Context: an optimization exercise on an open-source flow, tuned for small area. The choices shown serve that exercise and are no tape-out recipe. In this exercise RTL edits were held to simulation tests only and were not proved equivalent to the original.

**design/flow/config.mk**
```make
export PLATFORM = sky130hd
export DESIGN_NAME = tx_dds
export DESIGN_NICKNAME = tx_dds
export VERILOG_FILES = /design/flow/design.v
export SDC_FILE = /design/flow/constraint.sdc
export NUM_CORES = 4
export LEC_CHECK = 0
export CAP_MARGIN = 20
export CORE_MARGIN = 2
export CORE_UTILIZATION = 40
export SLEW_MARGIN = 20
```
**design/flow/constraint.sdc**
```tcl
create_clock -name core_clock -period 7.0 [get_ports {clk}]
set_input_delay 1.4000 -clock core_clock [delete_from_list [all_inputs] [get_ports {clk}]]
set_output_delay 1.4000 -clock core_clock [all_outputs]
set_load 0.01 [all_outputs]
```
**design/flow/design.v**
```verilog
`timescale 1ps/1ps
module ad_mul #(
  parameter   A_DATA_WIDTH = 17,
  parameter   B_DATA_WIDTH = 17,
  parameter   DELAY_DATA_WIDTH = 16
) (
  input                                     clk,
  input   [               A_DATA_WIDTH-1:0] data_a,
  input   [               B_DATA_WIDTH-1:0] data_b,
  output  [A_DATA_WIDTH + B_DATA_WIDTH-1:0] data_p,
  input       [(DELAY_DATA_WIDTH-1):0]  ddata_in,
  output  reg [(DELAY_DATA_WIDTH-1):0]  ddata_out
);
  reg     [(DELAY_DATA_WIDTH-1):0]    p1_ddata;
  reg     [(DELAY_DATA_WIDTH-1):0]    p2_ddata;
  always @(posedge clk) begin
    p1_ddata <= ddata_in;
    p2_ddata <= p1_ddata;
    ddata_out <= p2_ddata;
  end
  reg     [               A_DATA_WIDTH-1:0] a_reg;
  reg     [               B_DATA_WIDTH-1:0] b_reg;
  reg     [A_DATA_WIDTH + B_DATA_WIDTH-1:0] m_reg;
  reg     [A_DATA_WIDTH + B_DATA_WIDTH-1:0] p_reg;
  always @(posedge clk) begin
    a_reg <= data_a;
    b_reg <= data_b;
    m_reg <= $signed(a_reg) * $signed(b_reg);
    p_reg <= m_reg;
  end
  assign data_p = p_reg;
endmodule
`timescale 1ns/100ps
module ad_dds_cordic_pipe#(
  parameter P_DW = 16,
  parameter D_DW = 16,
  parameter DELAY_DW = 1,
  parameter SHIFT = 0
) (
                      input                          clk,
                      input                          dir,
                      input             [  D_DW-1:0] dataa_x,
                      input             [  D_DW-1:0] dataa_y,
                      input             [  P_DW-1:0] dataa_z,
                      input             [  P_DW-1:0] datab_z,
                      output reg        [  D_DW-1:0] result_x,
                      output reg        [  D_DW-1:0] result_y,
                      output reg        [  P_DW-1:0] result_z,
                      input             [DELAY_DW:1] data_delay_in,
                      output            [DELAY_DW:1] data_delay_out
);
  reg   [DELAY_DW:1] data_delay;
  wire  [  D_DW-1:0]  sgn_shift_x;
  wire  [  D_DW-1:0]  sgn_shift_y;
  wire                dir_inv = ~dir;
  assign sgn_shift_x = {{SHIFT{dataa_x[D_DW-1]}}, dataa_x[D_DW-1:SHIFT]};
  assign sgn_shift_y = {{SHIFT{dataa_y[D_DW-1]}}, dataa_y[D_DW-1:SHIFT]};
  always @(posedge clk) begin
    result_x <= dataa_x + ({D_DW{dir_inv}} ^ sgn_shift_y) + dir_inv;
    result_y <= dataa_y + ({D_DW{dir}}     ^ sgn_shift_x) + dir;
    result_z <= dataa_z + ({P_DW{dir_inv}} ^     datab_z) + dir_inv;
  end
  generate
    if (DELAY_DW > 1) begin
      always @(posedge clk) begin
        data_delay <= data_delay_in;
      end
    end else begin
      always @(*) begin
        data_delay = {DELAY_DW{1'b0}};
      end
    end
  endgenerate
  assign data_delay_out = data_delay;
endmodule
`timescale 1ns/100ps
module ad_dds_sine_cordic #(
  parameter   PHASE_DW = 16,
  parameter   CORDIC_DW = 16,
  parameter   DELAY_DW  = 1
) (
  input                        clk,
  input      [ PHASE_DW-1:0]   angle,
  output reg [CORDIC_DW-1:0]   sine,
  output reg [CORDIC_DW-1:0]   cosine,
  input      [ DELAY_DW-1:0]   ddata_in,
  output reg [ DELAY_DW-1:0]   ddata_out
);
  localparam LUT_FSCALE = 1 << (PHASE_DW);
  localparam X_FSCALE = 1 << (CORDIC_DW);
  localparam APROX_DW_GAIN_ERR = (CORDIC_DW < 21) ? 4 :
                                 (CORDIC_DW <= 24) ? 7 : 0;
  localparam [CORDIC_DW-1:0] X_VALUE = ((64'd100000*(X_FSCALE/2)) + 64'd82338)/64'd164676 - APROX_DW_GAIN_ERR;
  reg  [CORDIC_DW-1:0] x0;
  reg  [CORDIC_DW-1:0] y0;
  reg  [ PHASE_DW-1:0] z0;
  wire [CORDIC_DW-1:0] x_s       [0:CORDIC_DW-1];
  wire [CORDIC_DW-1:0] y_s       [0:CORDIC_DW-1];
  wire [ PHASE_DW-1:0] z_s       [0:CORDIC_DW-1];
  wire [ DELAY_DW-1:0] data_in_d [0:CORDIC_DW-1];
  wire [ PHASE_DW-1:0] atan_table[0:CORDIC_DW-2];
  wire [          1:0] quadrant;
  generate
    if (PHASE_DW == 24) begin
      assign atan_table[ 0] = 24'd2097152;  
      assign atan_table[ 1] = 24'd1238021;  
      assign atan_table[ 2] = 24'd654136;   
      assign atan_table[ 3] = 24'd332050;   
      assign atan_table[ 4] = 24'd166669;   
      assign atan_table[ 5] = 24'd83416;    
      assign atan_table[ 6] = 24'd41718;    
      assign atan_table[ 7] = 24'd20860;    
      assign atan_table[ 8] = 24'd10430;    
      assign atan_table[ 9] = 24'd5215;     
      assign atan_table[10] = 24'd2608;     
      assign atan_table[11] = 24'd1304;     
      assign atan_table[12] = 24'd652;      
      assign atan_table[13] = 24'd326;      
      assign atan_table[14] = 24'd163;      
      assign atan_table[15] = 24'd81;       
      assign atan_table[16] = 24'd41;       
      assign atan_table[17] = 24'd20;       
      assign atan_table[18] = 24'd10;       
      assign atan_table[19] = 24'd5;        
      assign atan_table[20] = 24'd3;        
      assign atan_table[21] = 24'd1;        
      assign atan_table[22] = 24'd1;        
    end else if (PHASE_DW == 23) begin
      assign atan_table[ 0] = 23'd1048576;  
      assign atan_table[ 1] = 23'd619011;   
      assign atan_table[ 2] = 23'd327068;   
      assign atan_table[ 3] = 23'd166025;   
      assign atan_table[ 4] = 23'd83335;    
      assign atan_table[ 5] = 23'd41708;    
      assign atan_table[ 6] = 23'd20859;    
      assign atan_table[ 7] = 23'd10430;    
      assign atan_table[ 8] = 23'd5215;     
      assign atan_table[ 9] = 23'd2608;     
      assign atan_table[10] = 23'd1304;     
      assign atan_table[11] = 23'd652;      
      assign atan_table[12] = 23'd326;      
      assign atan_table[13] = 23'd163;      
      assign atan_table[14] = 23'd81;       
      assign atan_table[15] = 23'd41;       
      assign atan_table[16] = 23'd20;       
      assign atan_table[17] = 23'd10;       
      assign atan_table[18] = 23'd5;        
      assign atan_table[19] = 23'd3;        
      assign atan_table[20] = 23'd1;        
      assign atan_table[21] = 23'd1;        
    end else if (PHASE_DW == 22) begin
      assign atan_table[ 0] = 22'd524288;  
      assign atan_table[ 1] = 22'd309505;
      assign atan_table[ 2] = 22'd163534;
      assign atan_table[ 3] = 22'd83012;
      assign atan_table[ 4] = 22'd41667;
      assign atan_table[ 5] = 22'd20854;
      assign atan_table[ 6] = 22'd10430;
      assign atan_table[ 7] = 22'd5215;
      assign atan_table[ 8] = 22'd2608;
      assign atan_table[ 9] = 22'd1304;
      assign atan_table[10] = 22'd652;
      assign atan_table[11] = 22'd326;
      assign atan_table[12] = 22'd163;
      assign atan_table[13] = 22'd81;
      assign atan_table[14] = 22'd41;
      assign atan_table[15] = 22'd20;
      assign atan_table[16] = 22'd10;
      assign atan_table[17] = 22'd5;
      assign atan_table[18] = 22'd3;
      assign atan_table[19] = 22'd1;
      assign atan_table[20] = 22'd1;
    end else if (PHASE_DW == 21) begin
      assign atan_table[ 0] = 21'd262144;
      assign atan_table[ 1] = 21'd154753;
      assign atan_table[ 2] = 21'd81767;
      assign atan_table[ 3] = 21'd41506;
      assign atan_table[ 4] = 21'd20834;
      assign atan_table[ 5] = 21'd10427;
      assign atan_table[ 6] = 21'd5215;
      assign atan_table[ 7] = 21'd2608;
      assign atan_table[ 8] = 21'd1304;
      assign atan_table[ 9] = 21'd652;
      assign atan_table[10] = 21'd326;
      assign atan_table[11] = 21'd163;
      assign atan_table[12] = 21'd81;
      assign atan_table[13] = 21'd41;
      assign atan_table[14] = 21'd20;
      assign atan_table[15] = 21'd10;
      assign atan_table[16] = 21'd5;
      assign atan_table[17] = 21'd3;
      assign atan_table[18] = 21'd1;
      assign atan_table[19] = 21'd1;
    end else if (PHASE_DW == 20) begin
      assign atan_table[ 0] = 20'd131072;
      assign atan_table[ 1] = 20'd77376;
      assign atan_table[ 2] = 20'd40884;
      assign atan_table[ 3] = 20'd20753;
      assign atan_table[ 4] = 20'd10417;
      assign atan_table[ 5] = 20'd5213;
      assign atan_table[ 6] = 20'd2607;
      assign atan_table[ 7] = 20'd1304;
      assign atan_table[ 8] = 20'd652;
      assign atan_table[ 9] = 20'd326;
      assign atan_table[10] = 20'd163;
      assign atan_table[11] = 20'd81;
      assign atan_table[12] = 20'd41;
      assign atan_table[13] = 20'd20;
      assign atan_table[14] = 20'd10;
      assign atan_table[15] = 20'd5;
      assign atan_table[16] = 20'd3;
      assign atan_table[17] = 20'd1;
      assign atan_table[18] = 20'd1;
    end else if (PHASE_DW == 19) begin
      assign atan_table[ 0] = 19'd65536;
      assign atan_table[ 1] = 19'd38688;
      assign atan_table[ 2] = 19'd20442;
      assign atan_table[ 3] = 19'd10377;
      assign atan_table[ 4] = 19'd5208;
      assign atan_table[ 5] = 19'd2607;
      assign atan_table[ 6] = 19'd1304;
      assign atan_table[ 7] = 19'd652;
      assign atan_table[ 8] = 19'd326;
      assign atan_table[ 9] = 19'd163;
      assign atan_table[10] = 19'd81;
      assign atan_table[11] = 19'd41;
      assign atan_table[12] = 19'd20;
      assign atan_table[13] = 19'd10;
      assign atan_table[14] = 19'd5;
      assign atan_table[15] = 19'd3;
      assign atan_table[16] = 19'd1;
      assign atan_table[17] = 19'd1;
    end else if (PHASE_DW == 18) begin
      assign atan_table[ 0] = 18'd32768;
      assign atan_table[ 1] = 18'd19344;
      assign atan_table[ 2] = 18'd10221;
      assign atan_table[ 3] = 18'd5188;
      assign atan_table[ 4] = 18'd2604;
      assign atan_table[ 5] = 18'd1303;
      assign atan_table[ 6] = 18'd652;
      assign atan_table[ 7] = 18'd326;
      assign atan_table[ 8] = 18'd163;
      assign atan_table[ 9] = 18'd81;
      assign atan_table[10] = 18'd41;
      assign atan_table[11] = 18'd20;
      assign atan_table[12] = 18'd10;
      assign atan_table[13] = 18'd5;
      assign atan_table[14] = 18'd3;
      assign atan_table[15] = 18'd1;
      assign atan_table[16] = 18'd1;
    end else if (PHASE_DW == 17) begin
      assign atan_table[ 0] = 17'd16384;
      assign atan_table[ 1] = 17'd9672;
      assign atan_table[ 2] = 17'd5110;
      assign atan_table[ 3] = 17'd2594;
      assign atan_table[ 4] = 17'd1302;
      assign atan_table[ 5] = 17'd652;
      assign atan_table[ 6] = 17'd326;
      assign atan_table[ 7] = 17'd163;
      assign atan_table[ 8] = 17'd81;
      assign atan_table[ 9] = 17'd41;
      assign atan_table[10] = 17'd20;
      assign atan_table[11] = 17'd10;
      assign atan_table[12] = 17'd5;
      assign atan_table[13] = 17'd3;
      assign atan_table[14] = 17'd1;
      assign atan_table[15] = 17'd1;
    end else if (PHASE_DW == 16) begin
      assign atan_table[ 0] = 16'd8192;
      assign atan_table[ 1] = 16'd4836;
      assign atan_table[ 2] = 16'd2555;
      assign atan_table[ 3] = 16'd1297;
      assign atan_table[ 4] = 16'd651;
      assign atan_table[ 5] = 16'd326;
      assign atan_table[ 6] = 16'd163;
      assign atan_table[ 7] = 16'd81;
      assign atan_table[ 8] = 16'd41;
      assign atan_table[ 9] = 16'd20;
      assign atan_table[10] = 16'd10;
      assign atan_table[11] = 16'd5;
      assign atan_table[12] = 16'd3;
      assign atan_table[13] = 16'd1;
      assign atan_table[14] = 16'd1;
    end else if (PHASE_DW == 15) begin
      assign atan_table[ 0] = 15'd4096;
      assign atan_table[ 1] = 15'd2418;
      assign atan_table[ 2] = 15'd1278;
      assign atan_table[ 3] = 15'd649;
      assign atan_table[ 4] = 15'd326;
      assign atan_table[ 5] = 15'd163;
      assign atan_table[ 6] = 15'd81;
      assign atan_table[ 7] = 15'd41;
      assign atan_table[ 8] = 15'd20;
      assign atan_table[ 9] = 15'd10;
      assign atan_table[10] = 15'd5;
      assign atan_table[11] = 15'd3;
      assign atan_table[12] = 15'd1;
      assign atan_table[13] = 15'd1;
    end else if (PHASE_DW == 14) begin
      assign atan_table[ 0] = 14'd2048;
      assign atan_table[ 1] = 14'd1209;
      assign atan_table[ 2] = 14'd639;
      assign atan_table[ 3] = 14'd324;
      assign atan_table[ 4] = 14'd163;
      assign atan_table[ 5] = 14'd81;
      assign atan_table[ 6] = 14'd41;
      assign atan_table[ 7] = 14'd20;
      assign atan_table[ 8] = 14'd10;
      assign atan_table[ 9] = 14'd5;
      assign atan_table[10] = 14'd3;
      assign atan_table[11] = 14'd1;
      assign atan_table[12] = 14'd1;
    end else if (PHASE_DW == 13) begin
      assign atan_table[ 0] = 13'd1024;
      assign atan_table[ 1] = 13'd605;
      assign atan_table[ 2] = 13'd319;
      assign atan_table[ 3] = 13'd162;
      assign atan_table[ 4] = 13'd81;
      assign atan_table[ 5] = 13'd41;
      assign atan_table[ 6] = 13'd20;
      assign atan_table[ 7] = 13'd10;
      assign atan_table[ 8] = 13'd5;
      assign atan_table[ 9] = 13'd3;
      assign atan_table[10] = 13'd1;
      assign atan_table[11] = 13'd1;
    end else if (PHASE_DW == 12) begin
      assign atan_table[ 0] = 12'd512;
      assign atan_table[ 1] = 12'd302;
      assign atan_table[ 2] = 12'd160;
      assign atan_table[ 3] = 12'd81;
      assign atan_table[ 4] = 12'd41;
      assign atan_table[ 5] = 12'd20;
      assign atan_table[ 6] = 12'd10;
      assign atan_table[ 7] = 12'd5;
      assign atan_table[ 8] = 12'd3;
      assign atan_table[ 9] = 12'd1;
      assign atan_table[10] = 12'd1;
    end else if (PHASE_DW == 11) begin
      assign atan_table[ 0] = 11'd256;
      assign atan_table[ 1] = 11'd151;
      assign atan_table[ 2] = 11'd80;
      assign atan_table[ 3] = 11'd41;
      assign atan_table[ 4] = 11'd20;
      assign atan_table[ 5] = 11'd10;
      assign atan_table[ 6] = 11'd5;
      assign atan_table[ 7] = 11'd3;
      assign atan_table[ 8] = 11'd1;
      assign atan_table[ 9] = 11'd1;
    end else if (PHASE_DW == 10) begin
      assign atan_table[ 0] = 10'd128;
      assign atan_table[ 1] = 10'd76;
      assign atan_table[ 2] = 10'd40;
      assign atan_table[ 3] = 10'd20;
      assign atan_table[ 4] = 10'd10;
      assign atan_table[ 5] = 10'd5;
      assign atan_table[ 6] = 10'd3;
      assign atan_table[ 7] = 10'd1;
      assign atan_table[ 8] = 10'd1;
    end else if (PHASE_DW == 9) begin
      assign atan_table[ 0] = 9'd64;
      assign atan_table[ 1] = 9'd38;
      assign atan_table[ 2] = 9'd20;
      assign atan_table[ 3] = 9'd10;
      assign atan_table[ 4] = 9'd5;
      assign atan_table[ 5] = 9'd3;
      assign atan_table[ 6] = 9'd1;
      assign atan_table[ 7] = 9'd1;
    end else if (PHASE_DW == 8) begin
      assign atan_table[ 0] = 8'd32;
      assign atan_table[ 1] = 8'd19;
      assign atan_table[ 2] = 8'd10;
      assign atan_table[ 3] = 8'd5;
      assign atan_table[ 4] = 8'd3;
      assign atan_table[ 5] = 8'd1;
      assign atan_table[ 6] = 8'd1;
    end
  endgenerate
  assign   quadrant = angle[PHASE_DW-1:PHASE_DW-2];
  always @(posedge clk) begin
    case (quadrant)
      2'b00,
      2'b11: begin
         x0 <= X_VALUE;
         y0 <= 0;
         z0 <= angle;
      end
      2'b01: begin
         x0 <= 0;
         y0 <= X_VALUE;
         z0 <= {2'b00, angle[PHASE_DW-3:0]};
      end
      2'b10: begin
         x0 <= 0;
         y0 <= -X_VALUE;
         z0 <= {2'b11, angle[PHASE_DW-3:0]};
      end
    endcase
  end
  assign x_s[0] = x0;
  assign y_s[0] = y0;
  assign z_s[0] = z0;
  assign data_in_d[0] = ddata_in;
  genvar i;
  generate
  for (i=0; i < PHASE_DW-1; i=i+1) begin: rotation
      ad_dds_cordic_pipe #(
        .P_DW (PHASE_DW),
        .D_DW (CORDIC_DW),
        .DELAY_DW (DELAY_DW),
        .SHIFT(i)
      ) pipe (
        .clk (clk),
        .dataa_x (x_s[i]),
        .dataa_y (y_s[i]),
        .dataa_z (z_s[i]),
        .datab_z (atan_table[i]),
        .dir (z_s[i][PHASE_DW-1]),
        .result_x (x_s[i+1]),
        .result_y (y_s[i+1]),
        .result_z (z_s[i+1]),
        .data_delay_in (data_in_d[i]),
        .data_delay_out (data_in_d[i+1]));
    end
  endgenerate
  always @(posedge clk) begin
    ddata_out <= data_in_d[PHASE_DW-1];
    sine <= y_s[PHASE_DW-1];
    cosine <= x_s[PHASE_DW-1];
  end
endmodule
`timescale 1ns/100ps
module ad_dds_1 #(
  parameter   DDS_TYPE = 1,
  parameter   DDS_D_DW = 16,
  parameter   DDS_P_DW = 16
) (
  input                       clk,
  input       [DDS_P_DW-1:0]  angle,
  input       [        15:0]  scale,
  output  reg [DDS_D_DW-1:0]  dds_data
);
  localparam DDS_CORDIC_TYPE = 1;
  localparam DDS_POLINOMIAL_TYPE = 2;
  wire    [ DDS_D_DW-1:0] sine_s;
  wire    [DDS_D_DW+17:0] s1_data_s;
  generate
    if (DDS_TYPE == DDS_CORDIC_TYPE) begin
      ad_dds_sine_cordic #(
        .CORDIC_DW(DDS_D_DW),
        .PHASE_DW(DDS_P_DW),
        .DELAY_DW(1)
      ) i_dds_sine (
        .clk (clk),
        .angle (angle),
        .sine (sine_s),
        .cosine (),
        .ddata_in (1'b0),
        .ddata_out ());
    end
  endgenerate
  ad_mul #(
    .A_DATA_WIDTH(DDS_D_DW + 1),
    .B_DATA_WIDTH(17),
    .DELAY_DATA_WIDTH(1)
  ) i_dds_scale (
    .clk (clk),
    .data_a ({sine_s[DDS_D_DW-1], sine_s}),
    .data_b ({scale[15], scale}),
    .data_p (s1_data_s),
    .ddata_in (1'b0),
    .ddata_out ());
  always @(posedge clk) begin
    dds_data <= s1_data_s[DDS_D_DW+13:14];
  end
endmodule
`timescale 1ns/100ps
module ad_dds_2 #(
  parameter   DDS_DW = 16,
  parameter   PHASE_DW = 16,
  parameter   DDS_TYPE = 1,
  parameter   CORDIC_DW = 16,
  parameter   CORDIC_PHASE_DW = 16
) (
  input                   clk,
  input                   dds_format,
  input   [PHASE_DW-1:0]  dds_phase_0,
  input   [        15:0]  dds_scale_0,
  input   [PHASE_DW-1:0]  dds_phase_1,
  input   [        15:0]  dds_scale_1,
  output  [  DDS_DW-1:0]  dds_data
);
  localparam CORDIC = 1;
  localparam POLYNOMIAL = 2;
  localparam DDS_D_DW = (DDS_TYPE == CORDIC) ? CORDIC_DW : 16;
  localparam DDS_P_DW = (DDS_TYPE == CORDIC) ? CORDIC_PHASE_DW : 16;
  localparam C_T_WIDTH = (DDS_D_DW > DDS_DW) ? (DDS_D_DW - DDS_DW) : (DDS_DW - DDS_D_DW);
  reg     [  DDS_DW-1:0]  dds_data_width;
  reg     [DDS_D_DW-1:0]  dds_data_rownd;
  reg     [DDS_D_DW-1:0]  dds_data_int;
  reg     [        15:0]  dds_scale_0_d;
  reg     [        15:0]  dds_scale_1_d;
  reg     [  DDS_DW-1:0]  dds_data_out;
  wire    [DDS_D_DW-1:0]  dds_data_0_s;
  wire    [DDS_D_DW-1:0]  dds_data_1_s;
  wire    [DDS_P_DW-1:0]  dds_phase_0_s;
  wire    [DDS_P_DW-1:0]  dds_phase_1_s;
  generate
    assign dds_data = dds_data_out;
    always @(posedge clk) begin
      dds_data_out[DDS_DW-1] <= dds_data_width[DDS_DW-1] ^ dds_format;
      dds_data_out[DDS_DW-2: 0] <= dds_data_width[DDS_DW-2: 0];
    end
    always @(posedge clk) begin
      if (DDS_DW < DDS_D_DW) begin  
        dds_data_rownd <= dds_data_int + {(C_T_WIDTH){dds_data_int[DDS_D_DW-1]}};
        dds_data_width <= dds_data_rownd[DDS_D_DW-1:DDS_D_DW-DDS_DW];
      end else begin  
        dds_data_width <= dds_data_int << C_T_WIDTH;
      end
    end
    always @(posedge clk) begin
      dds_data_int <= dds_data_0_s + dds_data_1_s;
    end
    always @(posedge clk) begin
      dds_scale_0_d <= dds_scale_0;
      dds_scale_1_d <= dds_scale_1;
    end
    if (DDS_P_DW > PHASE_DW) begin
      assign dds_phase_0_s = {dds_phase_0,{DDS_P_DW-PHASE_DW{1'b0}}};
      assign dds_phase_1_s = {dds_phase_1,{DDS_P_DW-PHASE_DW{1'b0}}};
    end else begin
      assign dds_phase_0_s = dds_phase_0[(PHASE_DW-1):PHASE_DW-DDS_P_DW];
      assign dds_phase_1_s = dds_phase_1[(PHASE_DW-1):PHASE_DW-DDS_P_DW];
    end
    ad_dds_1 #(
      .DDS_TYPE(DDS_TYPE),
      .DDS_D_DW(DDS_D_DW),
      .DDS_P_DW(DDS_P_DW)
    ) i_dds_1_0 (
      .clk (clk),
      .angle (dds_phase_0_s),
      .scale (dds_scale_0_d),
      .dds_data (dds_data_0_s));
    ad_dds_1 #(
      .DDS_TYPE(DDS_TYPE),
      .DDS_D_DW(DDS_D_DW),
      .DDS_P_DW(DDS_P_DW)
    ) i_dds_1_1 (
      .clk (clk),
      .angle (dds_phase_1_s),
      .scale (dds_scale_1_d),
      .dds_data (dds_data_1_s));
  endgenerate
endmodule
`timescale 1ns/100ps
module ad_dds #(
  parameter DISABLE = 0,
  parameter DDS_DW = 16,
  parameter PHASE_DW = 16,
  parameter DDS_TYPE = 1,
  parameter CORDIC_DW = 16,
  parameter CORDIC_PHASE_DW = 16,
  parameter CLK_RATIO = 1
) (
  input                               clk,
  input                               dac_dds_format,
  input                               dac_data_sync,
  input                               dac_valid,
  input       [                15:0]  tone_1_scale,
  input       [                15:0]  tone_2_scale,
  input       [        PHASE_DW-1:0]  tone_1_init_offset,
  input       [        PHASE_DW-1:0]  tone_2_init_offset,
  input       [        PHASE_DW-1:0]  tone_1_freq_word,
  input       [        PHASE_DW-1:0]  tone_2_freq_word,
  output  reg [DDS_DW*CLK_RATIO-1:0]  dac_dds_data
);
  wire [DDS_DW*CLK_RATIO-1:0] dac_dds_data_s;
  reg                         dac_data_sync_m;
  always @(posedge clk) begin
    dac_dds_data <= dac_dds_data_s;
  end
  genvar i;
  generate
    if (DISABLE == 1) begin
      assign dac_dds_data_s = {(DDS_DW*CLK_RATIO-1){1'b0}};
    end else begin
      reg  [PHASE_DW-1:0]  dac_dds_phase_0[1:CLK_RATIO];
      reg  [PHASE_DW-1:0]  dac_dds_phase_1[1:CLK_RATIO];
      reg  [PHASE_DW-1:0]  dac_dds_phase_0_m[1:CLK_RATIO];
      reg  [PHASE_DW-1:0]  dac_dds_phase_1_m[1:CLK_RATIO];
      reg  [PHASE_DW-1:0]  dac_dds_incr_0;
      reg  [PHASE_DW-1:0]  dac_dds_incr_1;
      reg  [CLK_RATIO :1]  sync_min_pulse_m;
      always @(posedge clk) begin
        dac_data_sync_m <= dac_data_sync;
        sync_min_pulse_m[1] <= dac_data_sync_m & !dac_data_sync |
                               sync_min_pulse_m[1] & !sync_min_pulse_m[CLK_RATIO];
      end
      for (i=1; i < CLK_RATIO; i=i+1) begin: sync_delay
        always @(posedge clk) begin
          sync_min_pulse_m[i+1] <= sync_min_pulse_m[i];
        end
      end
      always @(posedge clk) begin
        dac_dds_incr_0 <= tone_1_freq_word * CLK_RATIO;
        dac_dds_incr_1 <= tone_2_freq_word * CLK_RATIO;
      end
      for (i=1; i <= CLK_RATIO; i=i+1) begin: dds_phase
        always @(posedge clk) begin
          if (dac_data_sync == 1'b1) begin
            dac_dds_phase_0[i] <= 'd0;
            dac_dds_phase_1[i] <= 'd0;
          end else if (sync_min_pulse_m[1] == 1'b1) begin
            if (i == 1) begin
              dac_dds_phase_0[1] <= tone_1_init_offset;
              dac_dds_phase_1[1] <= tone_2_init_offset;
            end else if (CLK_RATIO > 1)begin
              dac_dds_phase_0[i] <= dac_dds_phase_0[i-1] + tone_1_freq_word;
              dac_dds_phase_1[i] <= dac_dds_phase_1[i-1] + tone_2_freq_word;
            end
          end else if (dac_valid == 1'b1) begin
            dac_dds_phase_0[i] <= dac_dds_phase_0[i] + dac_dds_incr_0;
            dac_dds_phase_1[i] <= dac_dds_phase_1[i] + dac_dds_incr_1;
          end
          if (dac_data_sync == 1'b1 || sync_min_pulse_m[1]) begin
            dac_dds_phase_0_m[i] <= 'd0;
            dac_dds_phase_1_m[i] <= 'd0;
          end else begin
            dac_dds_phase_0_m[i] <= dac_dds_phase_0[i];
            dac_dds_phase_1_m[i] <= dac_dds_phase_1[i];
          end
        end
        ad_dds_2 #(
          .DDS_DW (DDS_DW),
          .PHASE_DW (PHASE_DW),
          .DDS_TYPE (DDS_TYPE),
          .CORDIC_DW (CORDIC_DW),
          .CORDIC_PHASE_DW (CORDIC_PHASE_DW)
        ) i_dds_2 (
          .clk (clk),
          .dds_format (dac_dds_format),
          .dds_phase_0 (dac_dds_phase_0_m[i]),
          .dds_scale_0 (tone_1_scale),
          .dds_phase_1 (dac_dds_phase_1_m[i]),
          .dds_scale_1 (tone_2_scale),
          .dds_data (dac_dds_data_s[(DDS_DW*i)-1:DDS_DW*(i-1)]));
      end
    end
  endgenerate
endmodule
`timescale 1ns/100ps
module tx_dds (
  input           clk,
  input           dac_dds_format,
  input           dac_data_sync,
  input           dac_valid,
  input   [15:0]  tone_1_scale,
  input   [15:0]  tone_2_scale,
  input   [15:0]  tone_1_init_offset,
  input   [15:0]  tone_2_init_offset,
  input   [15:0]  tone_1_freq_word,
  input   [15:0]  tone_2_freq_word,
  output  [11:0]  dac_dds_data
);
  ad_dds #(
    .DISABLE (0),
    .DDS_DW (12),
    .PHASE_DW (16),
    .DDS_TYPE (1),
    .CORDIC_DW (14),
    .CORDIC_PHASE_DW (13),
    .CLK_RATIO (1)
  ) i_dds (
    .clk (clk),
    .dac_dds_format (dac_dds_format),
    .dac_data_sync (dac_data_sync),
    .dac_valid (dac_valid),
    .tone_1_scale (tone_1_scale),
    .tone_2_scale (tone_2_scale),
    .tone_1_init_offset (tone_1_init_offset),
    .tone_2_init_offset (tone_2_init_offset),
    .tone_1_freq_word (tone_1_freq_word),
    .tone_2_freq_word (tone_2_freq_word),
    .dac_dds_data (dac_dds_data));
endmodule
```
**design/flow/run.sh**
```bash
#!/bin/bash
# synth_recipe.tcl (not shown) runs the flow's synth.tcl, then flattens the netlist and writes it again
# the make line also repeats each setting of config.mk as NAME=value (left out here)
make -C /OpenROAD-flow-scripts/flow DESIGN_CONFIG=/design/flow/config.mk WORK_HOME=/design/flow/orfs CLKGATE_MAP_FILE= SYNTH_SCRIPT=/design/flow/synth_recipe.tcl finish
```
==> impl_metrics.json <==
{
  "async_flop_share_pct": 0,
  "worstPathRequired_ns": 7.71,
  "grt_max_degree": 70,
  "vias_per_cell": 4.784,
  "ys_types": 71,
  "via_count": 53066,
  "fmax_mhz": 156.8,
  "cpPeakStageDelay_ns": 0.76,
  "area_delta_synth_final_pct": 11.84,
  "synth_area_um2": 79580,
  "period_minus_slack_ns": 6.379,
  "post_dp_cell_area_um2": 83730,
  "grt_pass1_vias": 54635,
  "grt_usage_pct": 14.38,
  "syn-num-nets": 9727,
  "drtPass1Iterations": 6,
  "drt_wl_total_um": 144700,
  "postCtsHoldBufs": 0,
  "maxSlewHeadroom_pct": 37.18,
  "wire_per_inst_um": 13.04,
  "tightest_slew_ns": 0.9392,
  "overflow": 0,
  "post_cts_buffers": 0,
  "synth_top_area_share_pct": 32.00,
  "rsz0062_at_grt": "false",
  "final_hold_viol_count": 0,
  "ys_top_cells_by_area": "dfxtp_1 (32%), ha_1 (15%), fa_1 (12%), xnor2_1 (7.3%), xor2_1 (4.5%)",
  "skew_ns": 0.03134,
  "hold_path_class": "register to register",
  "drc": 0,
  "ant_nets": 0,
  "cap_violations": 0,
  "cts_buffers": 145,
  "drive_gt1_share_pct": 3.916,
  "h-tree-depth": 4,
  "fin_area_um2": 89000,
  "synth-edff-count": 0,
  "cts_sinks": 1272,
  "synthFlopType": "dfxtp_1",
  "path_common_cell": "fa_1",
  "place.gp.congestion": 0.8504,
  "core.rowCount": 163,
  "synth.yosys.seq_area_share_pct": 32.00,
  "criticalPathCategory": "register to register",
  "die_w_um": 450.0,
  "ys_warn_count": 25,
  "finalSetupTns_ns": 0,
  "status": "complete, no violations",
  "io_pins": 112,
  "core-area_um2": 197400,
  "finalSetupViolations": 0,
  "path_cells": "and2_1, fa_1, inv_1, fa_1, inv_1, fa_1, fa_1, fa_1, inv_1, fa_1, inv_1, ha_1, a211o_1, nor3_1, o221a_1, o211ai_1, and3_1, o221ai_1, o2111a_1, o21ba_1, xnor2_1",
  "fin_nets": 9886,
  "worst-path-buf-inv": 4,
  "endpoint_kind": "register",
  "start_util_pct": 40.31,
  "post_cts_resized": 0,
  "hpwlAfterDp_um": 115400,
  "antennaDiodeCount": 0,
  "drt-initial-drc-count": 1733,
  "synth_top_area_cell": "dfxtp_1",
  "root_buffer": "clkbuf_16",
  "dieHeight_um": 450.0,
  "cts_tree": "built",
  "dieArea_um2": 202500,
  "worstPathArrival_ns": 7.09,
  "syn_area_per_cell_um2": 9.732,
  "final_cell_mix": "dfxtp_1 (1270), ha_1 (978), inv_1 (870)",
  "start_kind": "register",
  "clk_pin_slew_ns": 0.06,
  "critPathMaxFanout": 16,
  "ys_ff_latch": 1272,
  "clock_path_buffers": 3,
  "synth_cells": 8177,
  "timing.final.crit_share_pct": 91.12,
  "cpLargestDelayFamily": "adder cells",
  "crit_slowest_cell": "dfxtp_1",
  "antenna_found_initial": 1,
  "io_buffers": 111,
  "layout_commonest_cell": "dfxtp_1",
  "grt_pass1_wl_um": 249900,
  "clock_latency_ns": 0.78,
  "slew_viol_final": 0
}
-- cell usage after synthesis (all sizes together) (10+ instances only) --
cell     instances
a211o           20
o21ai          350
a2111oi         10
buf             33
nand2          416
a221oi          11
nand2b          70
a31oi           37
mux2            24
nor2b           83
and3            65
xor2           411
o211ai          17
clkbuf          97
nor2           461
or2             12
a31o            20
xnor2          659
nor3           175
a21boi          67
a21oi          420
o31ai           33
o31a            38
fa             472
ha             978
a21o           158
or3             99
nand3           81
inv            874
o21bai          43
o21a           130
o311ai          12
o41ai           57
nor4            23
a211oi          72
mux2i           34
dfxtp         1272
and2           292
-- cell families after synthesis --
group,share of synthesized area (%)
XOR/XNOR,11.78
AO/OA/AOI/OAI,12.42
AND/OR/NAND/NOR,11.04
adder cells (fa/ha/maj),27.25
flip-flops,32.00
multiplexers,0.7673
buffers and inverters,4.748
-- cell type report --
cell class,count,area (µm²)
sequential,1272,25470
inverter,874,3281
fill,18603,108400
multi-input combinational,5901,50330
clock buffer,201,4213
tap,2640,3303
clock inverter,63,1059
timing repair buffer,142,1344
-- worst reg2reg max path, delay by kind of cell (launching register included) --
family,cells,cell delay [ns]
adder cells (fa/ha/maj),7,3.01
AO/OA/AOI/OAI,6,1.48
flip-flops,1,0.76
AND/OR/NAND/NOR,3,0.70
buffers and inverters,4,0.27
XOR/XNOR,1,0.11
-- worst paths after layout --
path	slack, ns	from	cells past startpoint	end
setup / recovery	0.62	register	21	register
hold / removal	0.30	register	0	register
setup reg to reg	0.62	register	21	register
hold reg to reg	0.30	register	0	register
-- metal layers --
layer	GRT usage (%)	up-vias	part of all wire, %	wire length, µm
li1	-	27729	-	-
met1	16.53	24516	44	63290
met2	27.02	580	51	73470
met3	2.394	239	3.0	4327
met4	4.221	2	2.5	3597
met5	0	-	0.0076	11
-- per-stage QoR --
stage / hold slack (ns) / std cells / utilization, % / setup slack (ns)
2_1_floorplan: 0.3096 / 8177 / - / 1.194
3_3_place_gp: 0.3101 / 10829 / 42.41 / 0.6562
3_5_place_dp: 0.3121 / 10829 / 42.41 / 0.5643
4_1_cts: 0.2989 / 11093 / 45.08 / 0.5670
5_1_grt: 0.3074 / 11093 / 45.08 / 0.1742
6_report: 0.3027 / 11093 / 45.08 / 0.6214

==> port drivers added, routing unchanged <==
Ports are ideal in the flow. The routed layout listed here was re-timed in OpenROAD. Step 1, drivers: a clkbuf_16 drives clk and a buf_2 each remaining input, both assumed. Step 2 also shifts input and output timing later by t, the mid clock arrival at the registers, as if the neighbouring blocks saw the same clock. Slacks: ideal / step 1 / step 2; pairs: ideal / step 1.
t (ns): 0.852
setup slack, ns: 0.621 / 0.621 / 0.621
worst register clock-pin slew, ns: 0.06 / 0.06
After both steps this run still meets setup and hold. For this run, drivers alone change the setup slack by 0.000 ns; drivers and shift together by 0.000 ns.
